From an optimization exercise on the open Yosys and OpenROAD flow, aimed at small area; shortcuts taken in it are not production practice. At most, simulation tests tie the RTL to the original design; equivalence was not proved.

==> inputs of indigo <==
## FIR_filter
module FIR_filter #(parameter order = 10)(
	input logic clk,
	input logic reset,
	input logic x_valid,
	input logic signed [23:0] x,
	input logic [16*order - 1:0] h,
	output logic signed [39:0] y
);
	localparam int R = order - 1;		 
	logic [23:0] ring [0:R - 1];		 
	logic [23:0] hold;			 
	logic [3:0] age;			 
	logic pend;				 
	logic ins;				 
	logic last;				 
	logic [3:0] left;			 
	logic [3:0] nvalid;			 
	logic [39:0] acc;
	wire [23:0] tail = ring[R - 1];
	wire [23:0] smp = last ? hold : tail;
	logic [3:0] age_n, left_n, nvalid_n;
	logic pend_n;
	always_comb begin
		if (reset) begin
			pend_n = 1'b0;
			left_n = '0;
			nvalid_n = '0;
			age_n = R - 1;
		end else if (x_valid) begin
			pend_n = 1'b1;
			left_n = order;
			nvalid_n = (nvalid == order) ? nvalid : nvalid + 4'd1;
			age_n = (age == 0) ? R : age;
		end else begin
			pend_n = pend & ~ins;
			left_n = (left != 0) ? left - 4'd1 : left;
			nvalid_n = nvalid;
			if (pend && !ins)
  ...
clock: 10.0 ns
lec_check: 0
cap_margin: 0
core_margin: 2
core_utilization: 40
cts_buf_list: sky130_fd_sc_hd__clkbuf_8
cts_cluster_diameter: 50
cts_cluster_size: 16
slew_margin: 0
synth_hierarchical: 1
standard.sh (not shown) runs the stock make flow with config.mk's settings and CLKGATE_MAP_FILE= SYNTH_SCRIPT=/design/flow/synth_recipe.tcl, a recipe that flattens the netlist after the stock synthesis.
==> flow/flow/run.sh <==
#!/bin/bash
# The standard layout, with three changes to how it is made:
#  - ports are buffered with the smallest buffer (buf_1) instead of the default choice;
#  - before floorplanning, combinational cells that synthesis upsized are set back to their
#    smallest size (downsize.tcl); the flow's timing repair upsizes again where needed;
#  - clock tree synthesis adds no dummy load cells.
# make's full output goes to flow_make.log; each step's log is under orfs/logs/.
set -euo pipefail
here=$(pwd)
bash standard.sh \
  "BUFFER_PORTS_ARGS=-buffer_cell sky130_fd_sc_hd__buf_1" \
  "PRE_FLOORPLAN_TCL=$here/flow/downsize.tcl" \
  "CTS_ARGS=-sink_clustering_enable -repair_clock_nets -sink_clustering_size 16 -sink_clustering_max_diameter 50 -buf_list sky130_fd_sc_hd__clkbuf_8 -dont_use_dummy_load" \
  finish > "$here/flow_make.log" 2>&1
==> flow/flow/downsize.tcl <==
# Set every combinational cell that is not a buffer, delay or clock cell to the smallest
# size of its kind (for example a22oi_2 -> a22oi_1). Sequential cells are left alone.
set db [ord::get_db]
set n 0
foreach inst [[ord::get_db_block] getInsts] {
  set master [$inst getMaster]
  set name [$master getName]
  if { ![regexp {^sky130_fd_sc_hd__([a-z0-9]+)_([0-9]+)$} $name -> base drive] } { continue }
  if { [regexp {^(df|edf|sdf|sedf|dl|clk|buf|dly|conb|tap|fill|decap|diode|probe|lpflow)} $base] } { continue }
  set best $master
  foreach d {0 1 2} {
    set cand [$db findMaster "sky130_fd_sc_hd__${base}_$d"]
    if { $cand ne "NULL" && [$cand getWidth] < [[set best] getWidth] } { set best $cand }
  }
  if { $best ne $master } {
    replace_cell [$inst getName] [$best getName]
    incr n
  }
}
puts "downsize.tcl: resized $n instances"
==> harbor: changes against indigo <==
--- a/flow/design.v
+++ b/flow/design.v
@@ -4,17 +4,17 @@
 	input logic [23:0] b,
 	input logic [39:0] acc,
 	output logic [39:0] p
 );
 	wire one0 = a[0] ^ 1'b0;
 	wire two0 = (a[1] & ~a[0] & ~1'b0) | (~a[1] & a[0] & 1'b0);
 	wire neg0 = a[1];
 	wire pp0_0;
-	booth_sel0 u_pp0_0 (one0, neg0, b[0], pp0_0);
+	booth_sel u_pp0_0 (one0, two0, neg0, b[0], 1'b0, pp0_0);
 	wire pp0_1;
 	booth_sel u_pp0_1 (one0, two0, neg0, b[1], b[0], pp0_1);
 	wire pp0_2;
 	booth_sel u_pp0_2 (one0, two0, neg0, b[2], b[1], pp0_2);
 	wire pp0_3;
 	booth_sel u_pp0_3 (one0, two0, neg0, b[3], b[2], pp0_3);
 	wire pp0_4;
 	booth_sel u_pp0_4 (one0, two0, neg0, b[4], b[3], pp0_4);
@@ -57,17 +57,17 @@
 	wire pp0_23;
 	booth_sel u_pp0_23 (one0, two0, neg0, b[23], b[22], pp0_23);
 	wire pp0_24;
 	booth_sel_n u_pp0_24 (one0, two0, neg0, b[23], b[23], pp0_24);
 	wire one1 = a[2] ^ a[1];
 	wire two1 = (a[3] & ~a[2] & ~a[1]) | (~a[3] & a[2] & a[1]);
 	wire neg1 = a[3];
 	wire pp1_0;
-	booth_sel0 u_pp1_0 (one1, neg1, b[0], pp1_0);
+	booth_sel u_pp1_0 (one1, two1, neg1, b[0], 1'b0, pp1_0);
 	wire pp1_1;
 	booth_sel u_pp1_1 (one1, two1, neg1, b[1], b[0], pp1_1);
 	wire pp1_2;
 	booth_sel u_pp1_2 (one1, two1, neg1, b[2], b[1], pp1_2);
 	wire pp1_3;
 	booth_sel u_pp1_3 (one1, two1, neg1, b[3], b[2], pp1_3);
 	wire pp1_4;
 	booth_sel u_pp1_4 (one1, two1, neg1, b[4], b[3], pp1_4);
@@ -110,17 +110,17 @@
 	wire pp1_23;
 	booth_sel u_pp1_23 (one1, two1, neg1, b[23], b[22], pp1_23);
 	wire pp1_24;
 	booth_sel_n u_pp1_24 (one1, two1, neg1, b[23], b[23], pp1_24);
 	wire one2 = a[4] ^ a[3];
 	wire two2 = (a[5] & ~a[4] & ~a[3]) | (~a[5] & a[4] & a[3]);
 	wire neg2 = a[5];
 	wire pp2_0;
-	booth_sel0 u_pp2_0 (one2, neg2, b[0], pp2_0);
+	booth_sel u_pp2_0 (one2, two2, neg2, b[0], 1'b0, pp2_0);
 	wire pp2_1;
 	booth_sel u_pp2_1 (one2, two2, neg2, b[1], b[0], pp2_1);
 	wire pp2_2;
 	booth_sel u_pp2_2 (one2, two2, neg2, b[2], b[1], pp2_2);
 	wire pp2_3;
 	booth_sel u_pp2_3 (one2, two2, neg2, b[3], b[2], pp2_3);
 	wire pp2_4;
 	booth_sel u_pp2_4 (one2, two2, neg2, b[4], b[3], pp2_4);
@@ -163,17 +163,17 @@
 	wire pp2_23;
 	booth_sel u_pp2_23 (one2, two2, neg2, b[23], b[22], pp2_23);
 	wire pp2_24;
 	booth_sel_n u_pp2_24 (one2, two2, neg2, b[23], b[23], pp2_24);
 	wire one3 = a[6] ^ a[5];
 	wire two3 = (a[7] & ~a[6] & ~a[5]) | (~a[7] & a[6] & a[5]);
 	wire neg3 = a[7];
 	wire pp3_0;
-	booth_sel0 u_pp3_0 (one3, neg3, b[0], pp3_0);
+	booth_sel u_pp3_0 (one3, two3, neg3, b[0], 1'b0, pp3_0);
 	wire pp3_1;
 	booth_sel u_pp3_1 (one3, two3, neg3, b[1], b[0], pp3_1);
 	wire pp3_2;
 	booth_sel u_pp3_2 (one3, two3, neg3, b[2], b[1], pp3_2);
 	wire pp3_3;
 	booth_sel u_pp3_3 (one3, two3, neg3, b[3], b[2], pp3_3);
 	wire pp3_4;
 	booth_sel u_pp3_4 (one3, two3, neg3, b[4], b[3], pp3_4);
@@ -216,17 +216,17 @@
 	wire pp3_23;
 	booth_sel u_pp3_23 (one3, two3, neg3, b[23], b[22], pp3_23);
 	wire pp3_24;
 	booth_sel_n u_pp3_24 (one3, two3, neg3, b[23], b[23], pp3_24);
 	wire one4 = a[8] ^ a[7];
 	wire two4 = (a[9] & ~a[8] & ~a[7]) | (~a[9] & a[8] & a[7]);
 	wire neg4 = a[9];
 	wire pp4_0;
-	booth_sel0 u_pp4_0 (one4, neg4, b[0], pp4_0);
+	booth_sel u_pp4_0 (one4, two4, neg4, b[0], 1'b0, pp4_0);
 	wire pp4_1;
 	booth_sel u_pp4_1 (one4, two4, neg4, b[1], b[0], pp4_1);
 	wire pp4_2;
 	booth_sel u_pp4_2 (one4, two4, neg4, b[2], b[1], pp4_2);
 	wire pp4_3;
 	booth_sel u_pp4_3 (one4, two4, neg4, b[3], b[2], pp4_3);
 	wire pp4_4;
 	booth_sel u_pp4_4 (one4, two4, neg4, b[4], b[3], pp4_4);
@@ -269,17 +269,17 @@
 	wire pp4_23;
 	booth_sel u_pp4_23 (one4, two4, neg4, b[23], b[22], pp4_23);
 	wire pp4_24;
 	booth_sel_n u_pp4_24 (one4, two4, neg4, b[23], b[23], pp4_24);
 	wire one5 = a[10] ^ a[9];
 	wire two5 = (a[11] & ~a[10] & ~a[9]) | (~a[11] & a[10] & a[9]);
 	wire neg5 = a[11];
 	wire pp5_0;
-	booth_sel0 u_pp5_0 (one5, neg5, b[0], pp5_0);
+	booth_sel u_pp5_0 (one5, two5, neg5, b[0], 1'b0, pp5_0);
 	wire pp5_1;
 	booth_sel u_pp5_1 (one5, two5, neg5, b[1], b[0], pp5_1);
 	wire pp5_2;
 	booth_sel u_pp5_2 (one5, two5, neg5, b[2], b[1], pp5_2);
 	wire pp5_3;
 	booth_sel u_pp5_3 (one5, two5, neg5, b[3], b[2], pp5_3);
 	wire pp5_4;
 	booth_sel u_pp5_4 (one5, two5, neg5, b[4], b[3], pp5_4);
@@ -322,17 +322,17 @@
 	wire pp5_23;
 	booth_sel u_pp5_23 (one5, two5, neg5, b[23], b[22], pp5_23);
 	wire pp5_24;
 	booth_sel_n u_pp5_24 (one5, two5, neg5, b[23], b[23], pp5_24);
 	wire one6 = a[12] ^ a[11];
 	wire two6 = (a[13] & ~a[12] & ~a[11]) | (~a[13] & a[12] & a[11]);
 	wire neg6 = a[13];
 	wire pp6_0;
-	booth_sel0 u_pp6_0 (one6, neg6, b[0], pp6_0);
+	booth_sel u_pp6_0 (one6, two6, neg6, b[0], 1'b0, pp6_0);
 	wire pp6_1;
 	booth_sel u_pp6_1 (one6, two6, neg6, b[1], b[0], pp6_1);
 	wire pp6_2;
 	booth_sel u_pp6_2 (one6, two6, neg6, b[2], b[1], pp6_2);
 	wire pp6_3;
 	booth_sel u_pp6_3 (one6, two6, neg6, b[3], b[2], pp6_3);
 	wire pp6_4;
 	booth_sel u_pp6_4 (one6, two6, neg6, b[4], b[3], pp6_4);
@@ -375,17 +375,17 @@
 	wire pp6_23;
 	booth_sel u_pp6_23 (one6, two6, neg6, b[23], b[22], pp6_23);
 	wire pp6_24;
 	booth_sel_n u_pp6_24 (one6, two6, neg6, b[23], b[23], pp6_24);
 	wire one7 = a[14] ^ a[13];
 	wire two7 = (a[15] & ~a[14] & ~a[13]) | (~a[15] & a[14] & a[13]);
 	wire neg7 = a[15];
 	wire pp7_0;
-	booth_sel0 u_pp7_0 (one7, neg7, b[0], pp7_0);
+	booth_sel u_pp7_0 (one7, two7, neg7, b[0], 1'b0, pp7_0);
 	wire pp7_1;
 	booth_sel u_pp7_1 (one7, two7, neg7, b[1], b[0], pp7_1);
 	wire pp7_2;
 	booth_sel u_pp7_2 (one7, two7, neg7, b[2], b[1], pp7_2);
 	wire pp7_3;
 	booth_sel u_pp7_3 (one7, two7, neg7, b[3], b[2], pp7_3);
 	wire pp7_4;
 	booth_sel u_pp7_4 (one7, two7, neg7, b[4], b[3], pp7_4);
@@ -445,21 +445,19 @@
 	ha_cell u_hs6 (acc[20], pp0_20, hs6, hc6);
 	wire hs7, hc7;
 	ha_cell u_hs7 (acc[21], pp0_21, hs7, hc7);
 	wire hs8, hc8;
 	ha_cell u_hs8 (acc[22], pp0_22, hs8, hc8);
 	wire hs9, hc9;
 	ha_cell u_hs9 (acc[23], pp0_23, hs9, hc9);
 	wire s0, c0;
-	assign s0 = ~(acc[24] ^ pp0_24);
-	assign c0 = acc[24] | pp0_24;
+	fa_cell u_s0 (acc[24], 1'b1, pp0_24, s0, c0);
 	wire hs10, hc10;
-	assign hs10 = ~acc[25];
-	assign hc10 = acc[25];
+	ha_cell u_hs10 (acc[25], 1'b1, hs10, hc10);
 	wire hs11, hc11;
 	ha_cell u_hs11 (acc[8], neg4, hs11, hc11);
 	wire hs12, hc12;
 	ha_cell u_hs12 (acc[9], pp0_9, hs12, hc12);
 	wire s1, c1;
 	fa_cell u_s1 (acc[10], neg5, pp0_10, s1, c1);
 	wire hs13, hc13;
 	ha_cell u_hs13 (pp1_8, pp2_6, hs13, hc13);
@@ -553,36 +551,33 @@
 	fa_cell u_s42 (pp6_13, pp7_11, c0, s42, c42);
 	wire s43, c43;
 	fa_cell u_s43 (acc[26], hc10, pp1_24, s43, c43);
 	wire s44, c44;
 	fa_cell u_s44 (pp2_22, pp3_20, pp4_18, s44, c44);
 	wire s45, c45;
 	fa_cell u_s45 (pp5_16, pp6_14, pp7_12, s45, c45);
 	wire s46, c46;
-	assign s46 = ~(acc[27] ^ pp2_23);
-	assign c46 = acc[27] | pp2_23;
+	fa_cell u_s46 (acc[27], 1'b1, pp2_23, s46, c46);
 	wire s47, c47;
 	fa_cell u_s47 (pp3_21, pp4_19, pp5_17, s47, c47);
 	wire hs17, hc17;
 	ha_cell u_hs17 (pp6_15, pp7_13, hs17, hc17);
 	wire s48, c48;
 	fa_cell u_s48 (acc[28], pp2_24, pp3_22, s48, c48);
 	wire s49, c49;
 	fa_cell u_s49 (pp4_20, pp5_18, pp6_16, s49, c49);
 	wire s50, c50;
-	assign s50 = ~(acc[29] ^ pp3_23);
-	assign c50 = acc[29] | pp3_23;
+	fa_cell u_s50 (acc[29], 1'b1, pp3_23, s50, c50);
 	wire hs18, hc18;
 	ha_cell u_hs18 (pp4_21, pp5_19, hs18, hc18);
 	wire s51, c51;
 	fa_cell u_s51 (acc[30], pp3_24, pp4_22, s51, c51);
 	wire hs19, hc19;
-	assign hs19 = ~acc[31];
-	assign hc19 = acc[31];
+	ha_cell u_hs19 (acc[31], 1'b1, hs19, hc19);
 	wire hs20, hc20;
 	ha_cell u_hs20 (acc[4], neg2, hs20, hc20);
 	wire hs21, hc21;
 	ha_cell u_hs21 (acc[5], pp0_5, hs21, hc21);
 	wire s52, c52;
 	fa_cell u_s52 (acc[6], neg3, pp0_6, s52, c52);
 	wire hs22, hc22;
 	ha_cell u_hs22 (pp1_4, pp2_2, hs22, hc22);
@@ -686,25 +681,23 @@
 	fa_cell u_s100 (hs19, pp4_23, pp5_21, s100, c100);
 	wire s101, c101;
 	fa_cell u_s101 (pp6_19, pp7_17, c51, s101, c101);
 	wire s102, c102;
 	fa_cell u_s102 (acc[32], hc19, pp4_24, s102, c102);
 	wire s103, c103;
 	fa_cell u_s103 (pp5_22, pp6_20, pp7_18, s103, c103);
 	wire s104, c104;
-	assign s104 = ~(acc[33] ^ pp5_23);
-	assign c104 = acc[33] | pp5_23;
+	fa_cell u_s104 (acc[33], 1'b1, pp5_23, s104, c104);
 	wire hs24, hc24;
 	ha_cell u_hs24 (pp6_21, pp7_19, hs24, hc24);
 	wire s105, c105;
 	fa_cell u_s105 (acc[34], pp5_24, pp6_22, s105, c105);
 	wire hs25, hc25;
-	assign hs25 = ~acc[35];
-	assign hc25 = acc[35];
+	ha_cell u_hs25 (acc[35], 1'b1, hs25, hc25);
 	wire hs26, hc26;
 	ha_cell u_hs26 (acc[2], neg1, hs26, hc26);
 	wire hs27, hc27;
 	ha_cell u_hs27 (acc[3], pp0_3, hs27, hc27);
 	wire s106, c106;
 	fa_cell u_s106 (pp0_4, pp1_2, pp2_0, s106, c106);
 	wire s107, c107;
 	fa_cell u_s107 (pp1_3, pp2_1, hc20, s107, c107);
@@ -766,18 +759,17 @@
 	fa_cell u_s135 (hs24, c102, c103, s135, c135);
 	wire s136, c136;
 	fa_cell u_s136 (pp7_20, hc24, c104, s136, c136);
 	wire s137, c137;
 	fa_cell u_s137 (hs25, pp6_23, pp7_21, s137, c137);
 	wire s138, c138;
 	fa_cell u_s138 (acc[36], hc25, pp6_24, s138, c138);
 	wire hs28, hc28;
-	assign hs28 = ~acc[37];
-	assign hc28 = acc[37];
+	ha_cell u_hs28 (acc[37], 1'b1, hs28, hc28);
 	wire hs29, hc29;
 	ha_cell u_hs29 (acc[0], neg0, hs29, hc29);
 	wire hs30, hc30;
 	ha_cell u_hs30 (acc[1], pp0_1, hs30, hc30);
 	wire s139, c139;
 	fa_cell u_s139 (pp0_2, pp1_0, hs26, s139, c139);
 	wire s140, c140;
 	fa_cell u_s140 (pp1_1, hc26, hs27, s140, c140);
@@ -847,18 +839,17 @@
 	fa_cell u_s172 (c105, s137, c136, s172, c172);
 	wire s173, c173;
 	fa_cell u_s173 (pp7_22, c137, s138, s173, c173);
 	wire s174, c174;
 	fa_cell u_s174 (hs28, pp7_23, c138, s174, c174);
 	wire s175, c175;
 	fa_cell u_s175 (acc[38], hc28, pp7_24, s175, c175);
 	wire hs31, hc31;
-	assign hs31 = ~acc[39];
-	assign hc31 = acc[39];
+	ha_cell u_hs31 (acc[39], 1'b1, hs31, hc31);
 	wire hs32, hc32;
 	ha_cell u_hs32 (pp0_0, hs29, hs32, hc32);
 	assign p[0] = hs32;
 	wire s176, c176;
 	fa_cell u_s176 (hc29, hs30, hc32, s176, c176);
 	assign p[1] = s176;
 	wire s177, c177;
 	fa_cell u_s177 (hc30, s139, c176, s177, c177);
@@ -1124,84 +1115,71 @@
 	input logic two,
 	input logic neg,
 	input logic b0,
 	input logic b1,
 	output logic p
 );
 	assign p = ~(((one & b0) | (two & b1)) ^ neg);
 endmodule
-module booth_sel0 (
-	input logic one,
-	input logic neg,
-	input logic b0,
-	output logic p
-);
-	assign p = (one & b0) ^ neg;
-endmodule
 `timescale 1ns/1ps
 module FIR_filter #(parameter order = 10)(
 	input logic clk,
 	input logic reset,
 	input logic x_valid,
 	input logic signed [23:0] x,
 	input logic [16*order - 1:0] h,
 	output logic signed [39:0] y
 );
-	localparam int R = order - 1;		 
-	logic [23:0] ring [0:R - 1];		 
+	logic [23:0] ring [0:order - 1];	 
 	logic [23:0] hold;			 
 	logic [3:0] age;			 
 	logic pend;				 
-	logic ins;				 
-	logic last;				 
 	logic [3:0] left;			 
 	logic [3:0] nvalid;			 
+	logic [15:0] tap;			 
 	logic [39:0] acc;
-	wire [23:0] tail = ring[R - 1];
-	wire [23:0] smp = last ? hold : tail;
-	logic [3:0] age_n, left_n, nvalid_n;
-	logic pend_n;
+	wire ins = pend & (age == order - 1);
+	wire [23:0] smp = ins ? hold : ring[order - 1];
+	logic [3:0] age_n, left_n, nvalid_n, k_n;
+	logic pend_n, use_n;
 	always_comb begin
 		if (reset) begin
 			pend_n = 1'b0;
 			left_n = '0;
 			nvalid_n = '0;
-			age_n = R - 1;
-		end else if (x_valid) begin
-			pend_n = 1'b1;
-			left_n = order;
-			nvalid_n = (nvalid == order) ? nvalid : nvalid + 4'd1;
-			age_n = (age == 0) ? R : age;
+			age_n = order - 1;
 		end else begin
-			pend_n = pend & ~ins;
-			left_n = (left != 0) ? left - 4'd1 : left;
-			nvalid_n = nvalid;
-			if (pend && !ins)
-				age_n = (age == 1) ? R : age - 4'd1;	 
-			else
-				age_n = (age == 0) ? R - 1 : age - 4'd1;	 
+			age_n = (ins || age == 0) ? order - 1 : age - 4'd1;
+			if (x_valid) begin
+				pend_n = 1'b1;
+				left_n = order;
+				nvalid_n = (nvalid == order) ? nvalid : nvalid + 4'd1;
+			end else begin
+				pend_n = pend & ~ins;
+				left_n = (left != 0) ? left - 4'd1 : left;
+				nvalid_n = nvalid;
+			end
 		end
+		k_n = (pend_n && age_n == order - 1) ? 4'd0 : pend_n ? age_n + 4'd1 : age_n;
+		use_n = (left_n != 0) && (k_n < nvalid_n);
 	end
-	wire [3:0] k = last ? 4'd0 : age;
-	wire use_k = (left != 0) && (k < nvalid);
-	logic [15:0] tap;
+	logic [15:0] tap_n;
 	always_comb begin
-		tap = '0;
+		tap_n = '0;
 		for (int j = 0; j < order; j++)
-			if (use_k && k == j) tap = tap | h[16*j +: 16];
+			if (use_n && k_n == j) tap_n = tap_n | h[16*j +: 16];
 	end
 	logic [39:0] sum;
 	mac_mult u_mult (.a(tap), .b(smp), .acc(acc), .p(sum));
 	always_ff @(posedge clk) begin
-		ring[0] <= ins ? hold : tail;
-		for (int i = 1; i < R; i++) ring[i] <= ring[i - 1];
+		ring[0] <= smp;
+		for (int i = 1; i < order; i++) ring[i] <= ring[i - 1];
 		if (x_valid) hold <= x;
 		acc <= x_valid ? 40'd0 : sum;
+		tap <= tap_n;
 		pend <= pend_n;
-		ins <= pend_n && age_n == R;
-		last <= left_n == 1;
 		left <= left_n;
 		nvalid <= nvalid_n;
 		age <= age_n;
 	end
 	assign y = acc;
 endmodule
==> flow/run.sh (new file) <==
#!/bin/bash
# synth_recipe.tcl (not shown) runs the flow's synth.tcl, then flattens the netlist and writes it again
# the make line also repeats each setting of config.mk as NAME=value (left out here)
make -C /OpenROAD-flow-scripts/flow DESIGN_CONFIG=/design/flow/config.mk WORK_HOME=/design/flow/orfs CLKGATE_MAP_FILE= SYNTH_SCRIPT=/design/flow/synth_recipe.tcl finish
Settings changed: CAP_MARGIN 0 to 20, CTS_BUF_LIST sky130_fd_sc_hd__clkbuf_8 to sky130_fd_sc_hd__clkbuf_4, CTS_CLUSTER_DIAMETER 50 to default, CTS_CLUSTER_SIZE 16 to default, SLEW_MARGIN 0 to 20.
removed: flow/flow/run.sh
removed: flow/flow/downsize.tcl
removed: flow/standard.sh
==> key figures <==
Timing
  – Slew HR: 19.3%

Layout
  – # clk buffers: 31
  – Fillers: 4,300

Detailed routing
  – Routed WL per cell: 21.6 um
  – Vias: 13,097
  – Met1 wire length: 22.8 mm

CTS
  – CTS sink count: 295
  – Clk latency of the worst-skew pair: 0.64 ns

Status
  – Status: timing/DRC/antenna clean

Floorplanning
  – Core region area: 0.0441 mm2
The numbers above come from indigo.

==> key figures <==
Status
  – Status: timing/DRC/antenna clean

CTS
  – CTS sink count: 333
  – Clk latency of the worst-skew pair: 0.83 ns

Detailed routing
  – Vias: 13,791
  – Met1 wire length: 22.0 mm
  – Routed WL per cell: 21.1 um

Layout
  – # clk buffers: 122

Timing
  – Slew HR: 27.8%

Floorplanning
  – Core region area: 0.0479 mm2
The numbers above come from harbor.

For indigo, only the layout was checked, not whether the RTL still works.

what the ideal ports hide:
No port has a modelled driver above. Below, the same layouts with a new extraction and two added sets of constraints. Step 1, drivers: a clkbuf_16 drives clk and a buf_2 each remaining input, both assumed. Step 2 times the ports against the registers' clock, not the clock port: input delays grow and output delays shrink by t, the midpoint of the rising clock arrivals with the driver on. Three values: ideal ports, drivers, drivers and shift; two values: the first two.
run | t, ns | setup slack, ns | worst setup path after step 2 | worst register clock-pin slew, ns | worst slew at a driven data input, ns
indigo | 0.660 | 1.144 / 1.144 / 0.988 | input to register | 0.09 / 0.09 | 0.08
harbor | 0.846 | 1.692 / 1.692 / 1.692 | register to register | 0.08 / 0.08 | 0.06
After both steps every run listed still meets setup and hold. For indigo, which loses most, drivers alone change the setup slack by 0.000 ns; drivers and shift together by -0.156 ns.
